From an optimization exercise on the open Yosys and OpenROAD flow, aimed at small area, a short achievable clock period and few clock cycles per item; shortcuts taken in it are not production practice.
In this exercise RTL edits were held to simulation tests only and were not proved equivalent to the original.
No activity file was given, so power comes from the tool's default toggle rates.

==> flow/design.v <==
module multiplier(opA, opB, op_en, clk, rst, res, add, sub, done);
    input [31:0] opA, opB;
    input op_en, clk, rst;
    output reg [63:0] res;
    output reg [4:0] add, sub;
    output reg done;
    reg [31:0] X, Y;                  
    reg swap;                         
    reg [2:0] cnt;                    
    reg [1:0] neg, one, two;          
    wire fA1 = (&opA[31:3] | ~|opA[31:3]);
    wire fA2 = (&opA[31:7] | ~|opA[31:7]);
    wire fA3 = (&opA[31:11] | ~|opA[31:11]);
    wire fA4 = (&opA[31:15] | ~|opA[31:15]);
    wire fA5 = (&opA[31:19] | ~|opA[31:19]);
    wire fA6 = (&opA[31:23] | ~|opA[31:23]);
    wire fA7 = (&opA[31:27] | ~|opA[31:27]);
    wire fB1 = (&opB[31:3] | ~|opB[31:3]);
    wire fB2 = (&opB[31:7] | ~|opB[31:7]);
    wire fB3 = (&opB[31:11] | ~|opB[31:11]);
    wire fB4 = (&opB[31:15] | ~|opB[31:15]);
    wire fB5 = (&opB[31:19] | ~|opB[31:19]);
    wire fB6 = (&opB[31:23] | ~|opB[31:23]);
    wire fB7 = (&opB[31:27] | ~|opB[31:27]);
    wire sw = (fA1 & ~fB1) | (fA2 & ~fB2) | (fA3 & ~fB3) | (fA4 & ~fB4) | (fA5 & ~fB5) | (fA6 & ~fB6) | (fA7 & ~fB7);
    wire fM1 = fA1 | fB1;
    wire fM2 = fA2 | fB2;
    wire fM3 = fA3 | fB3;
    wire fM4 = fA4 | fB4;
    wire fM5 = fA5 | fB5;
    wire fM6 = fA6 | fB6;
    wire fM7 = fA7 | fB7;
    reg [2:0] start;
    reg [4:0] wA, wB;
    reg [63:0] rinit;
    always @(*) begin
        start = 3'd0;
        rinit = 64'hffffffff60000000;
        wA = {opA[3], opA[2], opA[1], opA[0], 1'b0};
        wB = {opB[3], opB[2], opB[1], opB[0], 1'b0};
        if (!fM1) begin start = 3'd1; rinit = 64'hffffffff56000000; wA = {opA[7], opA[6], opA[5], opA[4], opA[3]}; wB = {opB[7], opB[6], opB[5], opB[4], opB[3]}; end
        if (!fM2) begin start = 3'd2; rinit = 64'hffffffff55600000; wA = {opA[11], opA[10], opA[9], opA[8], opA[7]}; wB = {opB[11], opB[10], opB[9], opB[8], opB[7]}; end
        if (!fM3) begin start = 3'd3; rinit = 64'hffffffff55560000; wA = {opA[15], opA[14], opA[13], opA[12], opA[11]}; wB = {opB[15], opB[14], opB[13], opB[12], opB[11]}; end
        if (!fM4) begin start = 3'd4; rinit = 64'hffffffff55556000; wA = {opA[19], opA[18], opA[17], opA[16], opA[15]}; wB = {opB[19], opB[18], opB[17], opB[16], opB[15]}; end
        if (!fM5) begin start = 3'd5; rinit = 64'hffffffff55555600; wA = {opA[23], opA[22], opA[21], opA[20], opA[19]}; wB = {opB[23], opB[22], opB[21], opB[20], opB[19]}; end
        if (!fM6) begin start = 3'd6; rinit = 64'hffffffff55555560; wA = {opA[27], opA[26], opA[25], opA[24], opA[23]}; wB = {opB[27], opB[26], opB[25], opB[24], opB[23]}; end
        if (!fM7) begin start = 3'd7; rinit = 64'hffffffff55555556; wA = {opA[31], opA[30], opA[29], opA[28], opA[27]}; wB = {opB[31], opB[30], opB[29], opB[28], opB[27]}; end
    end
    function [5:0] enc;
        input [4:0] w;
        integer r;
        reg b0, b1, b2;
        begin
            for (r = 0; r < 2; r = r + 1) begin
                b0 = w[2*r]; b1 = w[2*r+1]; b2 = w[2*r+2];
                enc[r]       = b2 & ~(b1 & b0);
                enc[2 + r]   = b1 ^ b0;
                enc[4 + r] = (b2 & ~b1 & ~b0) | (~b2 & b1 & b0);
            end
        end
    endfunction
    reg [4:0] wn;
    always @(*) begin
        wn = {Y[3], Y[2], Y[1], Y[0], 1'b0};
        case (cnt)
            3'd2: wn = {Y[7], Y[6], Y[5], Y[4], Y[3]};
            3'd3: wn = {Y[11], Y[10], Y[9], Y[8], Y[7]};
            3'd4: wn = {Y[15], Y[14], Y[13], Y[12], Y[11]};
            3'd5: wn = {Y[19], Y[18], Y[17], Y[16], Y[15]};
            3'd6: wn = {Y[23], Y[22], Y[21], Y[20], Y[19]};
            3'd7: wn = {Y[27], Y[26], Y[25], Y[24], Y[23]};
            default: ;
        endcase
    end
    wire [33:0] m0 = two[0] ? {X[31], X, 1'b0} : one[0] ? {{2{X[31]}}, X} : 34'd0;
    wire [33:0] q0 = m0 ^ {34{neg[0]}};
    wire [33:0] u0 = {~q0[33], q0[32:0]};
    wire [33:0] m1 = two[1] ? {X[31], X, 1'b0} : one[1] ? {{2{X[31]}}, X} : 34'd0;
    wire [33:0] q1 = m1 ^ {34{neg[1]}};
    wire [33:0] u1 = {~q1[33], q1[32:0]};
    wire ts1 = neg[1] ^ u0[2];
    wire tc2 = neg[1] & u0[2];
    wire ts3 = u0[3] ^ u1[1];
    wire tc4 = u0[3] & u1[1];
    wire ts5 = res[0] ^ u0[4] ^ u1[2];
    wire tc6 = (res[0] & u0[4]) | (res[0] & u1[2]) | (u0[4] & u1[2]);
    wire ts7 = res[1] ^ u0[5] ^ u1[3];
    wire tc8 = (res[1] & u0[5]) | (res[1] & u1[3]) | (u0[5] & u1[3]);
    wire ts9 = res[2] ^ u0[6] ^ u1[4];
    wire tc10 = (res[2] & u0[6]) | (res[2] & u1[4]) | (u0[6] & u1[4]);
    wire ts11 = res[3] ^ u0[7] ^ u1[5];
    wire tc12 = (res[3] & u0[7]) | (res[3] & u1[5]) | (u0[7] & u1[5]);
    wire ts13 = res[4] ^ u0[8] ^ u1[6];
    wire tc14 = (res[4] & u0[8]) | (res[4] & u1[6]) | (u0[8] & u1[6]);
    wire ts15 = res[5] ^ u0[9] ^ u1[7];
    wire tc16 = (res[5] & u0[9]) | (res[5] & u1[7]) | (u0[9] & u1[7]);
    wire ts17 = res[6] ^ u0[10] ^ u1[8];
    wire tc18 = (res[6] & u0[10]) | (res[6] & u1[8]) | (u0[10] & u1[8]);
    wire ts19 = res[7] ^ u0[11] ^ u1[9];
    wire tc20 = (res[7] & u0[11]) | (res[7] & u1[9]) | (u0[11] & u1[9]);
    wire ts21 = res[8] ^ u0[12] ^ u1[10];
    wire tc22 = (res[8] & u0[12]) | (res[8] & u1[10]) | (u0[12] & u1[10]);
    wire ts23 = res[9] ^ u0[13] ^ u1[11];
    wire tc24 = (res[9] & u0[13]) | (res[9] & u1[11]) | (u0[13] & u1[11]);
    wire ts25 = res[10] ^ u0[14] ^ u1[12];
    wire tc26 = (res[10] & u0[14]) | (res[10] & u1[12]) | (u0[14] & u1[12]);
    wire ts27 = res[11] ^ u0[15] ^ u1[13];
    wire tc28 = (res[11] & u0[15]) | (res[11] & u1[13]) | (u0[15] & u1[13]);
    wire ts29 = res[12] ^ u0[16] ^ u1[14];
    wire tc30 = (res[12] & u0[16]) | (res[12] & u1[14]) | (u0[16] & u1[14]);
    wire ts31 = res[13] ^ u0[17] ^ u1[15];
    wire tc32 = (res[13] & u0[17]) | (res[13] & u1[15]) | (u0[17] & u1[15]);
    wire ts33 = res[14] ^ u0[18] ^ u1[16];
    wire tc34 = (res[14] & u0[18]) | (res[14] & u1[16]) | (u0[18] & u1[16]);
    wire ts35 = res[15] ^ u0[19] ^ u1[17];
    wire tc36 = (res[15] & u0[19]) | (res[15] & u1[17]) | (u0[19] & u1[17]);
    wire ts37 = res[16] ^ u0[20] ^ u1[18];
    wire tc38 = (res[16] & u0[20]) | (res[16] & u1[18]) | (u0[20] & u1[18]);
    wire ts39 = res[17] ^ u0[21] ^ u1[19];
    wire tc40 = (res[17] & u0[21]) | (res[17] & u1[19]) | (u0[21] & u1[19]);
    wire ts41 = res[18] ^ u0[22] ^ u1[20];
    wire tc42 = (res[18] & u0[22]) | (res[18] & u1[20]) | (u0[22] & u1[20]);
    wire ts43 = res[19] ^ u0[23] ^ u1[21];
    wire tc44 = (res[19] & u0[23]) | (res[19] & u1[21]) | (u0[23] & u1[21]);
    wire ts45 = res[20] ^ u0[24] ^ u1[22];
    wire tc46 = (res[20] & u0[24]) | (res[20] & u1[22]) | (u0[24] & u1[22]);
    wire ts47 = res[21] ^ u0[25] ^ u1[23];
    wire tc48 = (res[21] & u0[25]) | (res[21] & u1[23]) | (u0[25] & u1[23]);
    wire ts49 = res[22] ^ u0[26] ^ u1[24];
    wire tc50 = (res[22] & u0[26]) | (res[22] & u1[24]) | (u0[26] & u1[24]);
    wire ts51 = res[23] ^ u0[27] ^ u1[25];
    wire tc52 = (res[23] & u0[27]) | (res[23] & u1[25]) | (u0[27] & u1[25]);
    wire ts53 = res[24] ^ u0[28] ^ u1[26];
    wire tc54 = (res[24] & u0[28]) | (res[24] & u1[26]) | (u0[28] & u1[26]);
    wire ts55 = res[25] ^ u0[29] ^ u1[27];
    wire tc56 = (res[25] & u0[29]) | (res[25] & u1[27]) | (u0[29] & u1[27]);
    wire ts57 = res[26] ^ u0[30] ^ u1[28];
    wire tc58 = (res[26] & u0[30]) | (res[26] & u1[28]) | (u0[30] & u1[28]);
    wire ts59 = res[27] ^ u0[31] ^ u1[29];
    wire tc60 = (res[27] & u0[31]) | (res[27] & u1[29]) | (u0[31] & u1[29]);
    wire ts61 = res[28] ^ u0[32] ^ u1[30];
    wire tc62 = (res[28] & u0[32]) | (res[28] & u1[30]) | (u0[32] & u1[30]);
    wire ts63 = res[29] ^ u0[33] ^ u1[31];
    wire tc64 = (res[29] & u0[33]) | (res[29] & u1[31]) | (u0[33] & u1[31]);
    wire ts65 = res[30] ^ u1[32];
    wire tc66 = res[30] & u1[32];
    wire ts67 = res[31] ^ u1[33];
    wire tc68 = res[31] & u1[33];
    wire [36:0] rs = {tc68, tc66, tc64, tc62, tc60, tc58, tc56, tc54, tc52, tc50, tc48, tc46, tc44, tc42, tc40, tc38, tc36, tc34, tc32, tc30, tc28, tc26, tc24, tc22, tc20, tc18, tc16, tc14, tc12, tc10, tc8, tc6, tc4, tc2, u1[0], u0[1], neg[0]};
    wire [36:0] rc = {1'b0, ts67, ts65, ts63, ts61, ts59, ts57, ts55, ts53, ts51, ts49, ts47, ts45, ts43, ts41, ts39, ts37, ts35, ts33, ts31, ts29, ts27, ts25, ts23, ts21, ts19, ts17, ts15, ts13, ts11, ts9, ts7, ts5, ts3, ts1, 1'b0, u0[0]};
    wire [36:0] low = rs + rc;
    wire [27:0] hi = res[59:32];
    wire [27:0] hin;
    assign hin[0] = hi[0] ^ low[36];
    assign hin[1] = hi[1] ^ (low[36] & (&hi[0:0]));
    assign hin[2] = hi[2] ^ (low[36] & (&hi[1:0]));
    assign hin[3] = hi[3] ^ (low[36] & (&hi[2:0]));
    assign hin[4] = hi[4] ^ (low[36] & (&hi[3:0]));
    assign hin[5] = hi[5] ^ (low[36] & (&hi[4:0]));
    assign hin[6] = hi[6] ^ (low[36] & (&hi[5:0]));
    assign hin[7] = hi[7] ^ (low[36] & (&hi[6:0]));
    assign hin[8] = hi[8] ^ (low[36] & (&hi[7:0]));
    assign hin[9] = hi[9] ^ (low[36] & (&hi[8:0]));
    assign hin[10] = hi[10] ^ (low[36] & (&hi[9:0]));
    assign hin[11] = hi[11] ^ (low[36] & (&hi[10:0]));
    assign hin[12] = hi[12] ^ (low[36] & (&hi[11:0]));
    assign hin[13] = hi[13] ^ (low[36] & (&hi[12:0]));
    assign hin[14] = hi[14] ^ (low[36] & (&hi[13:0]));
    assign hin[15] = hi[15] ^ (low[36] & (&hi[14:0]));
    assign hin[16] = hi[16] ^ (low[36] & (&hi[15:0]));
    assign hin[17] = hi[17] ^ (low[36] & (&hi[16:0]));
    assign hin[18] = hi[18] ^ (low[36] & (&hi[17:0]));
    assign hin[19] = hi[19] ^ (low[36] & (&hi[18:0]));
    assign hin[20] = hi[20] ^ (low[36] & (&hi[19:0]));
    assign hin[21] = hi[21] ^ (low[36] & (&hi[20:0]));
    assign hin[22] = hi[22] ^ (low[36] & (&hi[21:0]));
    assign hin[23] = hi[23] ^ (low[36] & (&hi[22:0]));
    assign hin[24] = hi[24] ^ (low[36] & (&hi[23:0]));
    assign hin[25] = hi[25] ^ (low[36] & (&hi[24:0]));
    assign hin[26] = hi[26] ^ (low[36] & (&hi[25:0]));
    assign hin[27] = hi[27] ^ (low[36] & (&hi[26:0]));
    wire [31:0] B = swap ? X : Y;
    wire [31:0] rise = B & ~{B[30:0], 1'b0};
    wire [15:0] pr;
    genvar j;
    generate for (j = 0; j < 16; j = j + 1) begin : pair
        assign pr[j] = rise[2*j] | rise[2*j+1];
    end endgenerate
    wire ps69 = pr[0] ^ pr[1] ^ pr[2];
    wire pc70 = (pr[0] & pr[1]) | (pr[0] & pr[2]) | (pr[1] & pr[2]);
    wire ps71 = pr[3] ^ pr[4];
    wire pc72 = pr[3] & pr[4];
    wire ps73 = pr[5] ^ pr[6] ^ pr[7];
    wire pc74 = (pr[5] & pr[6]) | (pr[5] & pr[7]) | (pr[6] & pr[7]);
    wire ps75 = pr[8] ^ pr[9] ^ pr[10];
    wire pc76 = (pr[8] & pr[9]) | (pr[8] & pr[10]) | (pr[9] & pr[10]);
    wire ps77 = pr[11] ^ pr[12] ^ pr[13];
    wire pc78 = (pr[11] & pr[12]) | (pr[11] & pr[13]) | (pr[12] & pr[13]);
    wire ps79 = pr[14] ^ pr[15];
    wire pc80 = pr[14] & pr[15];
    wire ps81 = ps69 ^ ps71 ^ ps73;
    wire pc82 = (ps69 & ps71) | (ps69 & ps73) | (ps71 & ps73);
    wire ps83 = pc70 ^ pc72 ^ pc74;
    wire pc84 = (pc70 & pc72) | (pc70 & pc74) | (pc72 & pc74);
    wire ps85 = pc76 ^ pc78;
    wire pc86 = pc76 & pc78;
    wire ps87 = ps75 ^ ps77;
    wire pc88 = ps75 & ps77;
    wire ps89 = pc80 ^ pc82 ^ ps83;
    wire pc90 = (pc80 & pc82) | (pc80 & ps83) | (pc82 & ps83);
    wire ps91 = ps79 ^ ps81;
    wire pc92 = ps79 & ps81;
    wire ps93 = ps85 ^ pc88 ^ ps89;
    wire pc94 = (ps85 & pc88) | (ps85 & ps89) | (pc88 & ps89);
    wire ps95 = pc84 ^ pc86 ^ pc90;
    wire pc96 = (pc84 & pc86) | (pc84 & pc90) | (pc86 & pc90);
    wire [4:0] ps = {1'b0, pc96, pc94, pc92, ps87};
    wire [4:0] pc = {1'b0, 1'b0, ps95, ps93, ps91};
    wire [4:0] m31 = {5{B[31]}};
    wire [4:0] as = ps ^ pc ^ m31;
    wire [4:0] ac = ((ps & pc) | (ps & m31) | (pc & m31)) << 1;
    always @(posedge clk) begin
        sub <= ps + pc;
        add <= as + ac;
        if (rst) begin
            done <= 1'b1;
        end else if (op_en) begin
            done <= 1'b0;
            X <= sw ? opB : opA;
            Y <= sw ? opA : opB;
            swap <= sw;
            cnt <= start;
            {two, one, neg} <= enc(sw ? wA : wB);
            res <= rinit;
        end else if (!done) begin
            res <= {hin, low[35:0]};
            {two, one, neg} <= enc(wn);
            cnt <= cnt - 1'b1;
            if (cnt == 0) done <= 1'b1;
        end
    end
endmodule
==> flow/run.sh <==
#!/bin/bash
# synth_recipe.tcl (not shown) runs the flow's synth.tcl, then flattens the netlist and writes it again
# the make line also repeats each setting of config.mk as NAME=value (left out here)
make -C /OpenROAD-flow-scripts/flow DESIGN_CONFIG=/design/flow/config.mk WORK_HOME=/design/flow/orfs CLKGATE_MAP_FILE= SYNTH_SCRIPT=/design/flow/synth_recipe.tcl finish
==> flow/config.mk <==
export PLATFORM = sky130hd
export DESIGN_NAME = multiplier
export DESIGN_NICKNAME = multiplier
export VERILOG_FILES = /design/flow/design.v
export SDC_FILE = /design/flow/constraint.sdc
export NUM_CORES = 4
export LEC_CHECK = 0
export CAP_MARGIN = 20
export CORE_MARGIN = 2
export CORE_UTILIZATION = 40
export PLACE_DENSITY = 0.6
export SETUP_SLACK_MARGIN = 3
export SLEW_MARGIN = 20
==> flow/constraint.sdc <==
create_clock -name core_clock -period 8.0 [get_ports {clk}]
set_input_delay 1.6000 -clock core_clock [delete_from_list [all_inputs] [get_ports {clk}]]
set_output_delay 1.6000 -clock core_clock [all_outputs]
set_load 0.01 [all_outputs]
==> run notes <==
later-pin clock latency in the skew report=0.45 ns; crit end category=register; via/cell ratio=5.80; layout cells sized above 1=0.120; Synth Area per Inst=9.59 um^2; PwrDens=323 nW/um^2; Die H=183 um; Synth async-reset ratio=0; post-DR wirelength/cell=20.2 um; Final setup violation count=0; CTS Root Cell=clkbuf_16; Initial Utilization=0.405; WP data arrival=5.09 ns; f_max=204 MHz; mapped cell area=12800 um^2; pre-CTS setup slack=1.89 ns; Clock Path Buffers=2; vias in the first global route=10400; H-tree Lvls=4; DRT antenna net count=0; worst slew pin tran=1.03 ns; max_cap viols=0; commonest non-fill, non-tap cell in the layout=edfxtp_1; WS Path Type=input pin to register; Iteration-0 DRC Markers=1148; RSZ-0062 raised after global routing=no; Syn-to-layout area delta=22.1%; clk slew on worst S/H paths=0.06 ns; Synth warnings=1; Req. time, crit path=8.18 ns; Yosys reg bits=149; P_leak=6.06 nW; final setup skew=0.0125 ns; DR DRC count=0; predominant post-synthesis flop cell=edfxtp_1; routed wire length=38.2 mm; Max VDD drop=0.162 mV; TritonCTS Buffers=17; CP startpoint kind=input pin; most frequent cells in the layout=edfxtp_1 (138), clkdlybuf4s50_1 (134), inv_1 (128); Die W=183 um; GP Congestion=0.976; core footprint=31600 um^2; TritonCTS Sinks=149; DP Wirelength=29.1 mm; final hold vios=0; largest net degree at the start of global routing=85; Tcrit/Tclk final=0.613; setup ws final=3.10 ns; syn nets=1506; Nets=1649; peak fanout along the critical path=38; Seq/Total Area, Yosys=0.341; run status=no timing/DRC/antenna violations; initial antenna violation count=0; 1st-pass router iterations=6; GRT overflow=0; EDFF count, synth=138; CTS tree=done; Die Area=33400 um^2; minimum clock period=4.90 ns; Power, Total=5.03 mW; Final Max Slew Viols=0; gr usage total=0.228; first-pass GRT wire length=59.2 mm; # IOs=142; Unique masters post-synth=78; Setup TNS=0 ns; row count=65; worst min path class=register to register; # port buffers=141; Cells after Synth=1333; DR vias=11000; Rel. slew slack=0.311
worst max-delay path: stages:
cell             delay (ns)
clkdlybuf4s50_1        0.58
nand4_1                0.19
or4_1                  0.58
or3_4                  0.44
o22a_2                 0.30
nor2_4                 0.19
a2111o_2               0.20
buf_4                  0.16
buf_4                  0.41
mux2_2                 0.42
final cells by class:
type / count / area [um^2]
Fill cell: 2941 / 15900
Multi-Input combinational cell: 992 / 7860
Sequential cell: 149 / 4360
Timing Repair Buffer: 186 / 1810
Tap cell: 402 / 503
Inverter: 130 / 488
Clock buffer: 19 / 443
Clock inverter: 13 / 136
Antenna cell: 1 / 2.50
cell usage after synthesis (7+ instances only):
cell type / n / area [um^2]
edfxtp_1: 138 / 4140
inv_1: 128 / 480
nand2_1: 99 / 372
o21ai_0: 81 / 405
a22oi_1: 68 / 510
ha_1: 62 / 776
nor2_1: 61 / 229
mux2_2: 58 / 653
xor2_1: 57 / 499
a21oi_1: 54 / 270
clkbuf_1: 52 / 195
xnor2_1: 50 / 438
fa_1: 44 / 881
nand3_1: 36 / 180
a21o_1: 25 / 188
mux2i_1: 24 / 240
nor3_1: 23 / 115
nand4_1: 21 / 131
nor2b_1: 19 / 119
or4_1: 13 / 97.6
a31oi_1: 11 / 68.8
and2_1: 11 / 68.8
and3_1: 11 / 68.8
dfxtp_1: 11 / 220
o31ai_1: 11 / 82.6
nor4_1: 10 / 62.6
o211ai_1: 10 / 75.1
a211oi_1: 9 / 67.6
a222oi_1: 9 / 90.1
a221oi_1: 8 / 70.1
or3_1: 8 / 50.1
and4_1: 7 / 61.3
o21ai_1: 7 / 35.0
through the flow:
step | util | cells | instance area, um^2 | hold slack [ns]
finish | 0.495 | 1892 | 15600 | 0.642
global route | 0.494 | 1891 | 15600 | 0.674
CTS | 0.487 | 1875 | 15400 | 0.645
detailed placement | 0.462 | 1829 | 14600 | 0.627
global placement | 0.462 | 1829 | 14600 | 0.616
floorplan | - | 1333 | 12800 | 0.610
flip-flops by register name (all words and copies together), names as in the netlist, 2 cells and up:
signal  count
res        64
X          32
Y          32
add         5
sub         5
cnt         3
neg         2
one         2
two         2
cells by family (layout without fill, tap and decap cells):
logic type | Yosys count | in the layout | share of synthesized area
flip-flops | 149 | 149 | 0.341
buffers and inverters | 194 | 348 | 0.0590
other | 0 | 1 | 0
AO/OA/AOI/OAI | 346 | 348 | 0.184
adder cells (fa/ha/maj) | 106 | 106 | 0.130
AND/OR/NAND/NOR | 345 | 345 | 0.139
XOR/XNOR | 107 | 107 | 0.0733
multiplexers | 86 | 86 | 0.0737
timing repair:
| action | CTS | global route |
|---|---|---|
| setup endpoints to repair | 76 | 51 |
| gates cloned | 2 | 2 |
| buffers inserted | 12 | 14 |
| gates resized for setup | 16 | 27 |
| pin swaps | 7 | 9 |
| hold buffers | 0 | 0 |
metal layers:
| metal | up-vias | part of all wire | GRT usage | routed length (um) |
|---|---|---|---|---|
| met5 | - | 0 | 0 | 0 |
| met4 | 0 | 0.029 | 0.0822 | 1120 |
| met3 | 70 | 0.063 | 0.0302 | 2420 |
| met2 | 459 | 0.43 | 0.330 | 16300 |
| met1 | 5239 | 0.48 | 0.346 | 18300 |
| li1 | 5200 | - | - | - |
report_power, final:
part | total, mW | switching [mW] | internal [mW]
logic | 3.05 | 1.71 | 1.35
clock network | 0.811 | 0.365 | 0.446
registers | 1.17 | 0.110 | 1.06
total | 5.03 | 2.18 | 2.85
worst paths after layout:
| kind | start | endpoint | slack, ns | cells past startpoint |
|---|---|---|---|---|
| hold reg to reg | res[59] | res[63] | 0.64 | 2 |
| hold / removal | res[59] | res[63] | 0.64 | 2 |
| setup / recovery | opA[26] | X[12] | 3.10 | 10 |
| setup reg to reg | two[1] | res[53] | 3.17 | 17 |
Testbench counts, summed over its fixed seeds: cycles 7,138, ops 1,600.

-- re-timing with driven ports --
No port has a modelled driver above. Below, the same layout with a new extraction and two added sets of constraints.
Step 1, drivers: a clkbuf_16 drives clk and a buf_2 each remaining input, both assumed.
Step 2 adds t to the input delays and takes it off the output delays; t is the mean of the earliest and latest rising clock arrival at the registers after step 1. Input paths then give back, and output paths get back, about the clock's delay inside the block.
a / b / c = ideal / step 1 / step 2; a / b = the first two.
t, ns: 0.486
slack for setup (ns): 3.096 / 3.114 / 2.628
slew at the worst register clock pin (ns): 0.07 / 0.07
cell pins on the clock port's net: 1
After both steps this run still meets setup and hold. For this run, drivers alone change the setup slack by +0.018 ns; drivers and shift together by -0.468 ns.
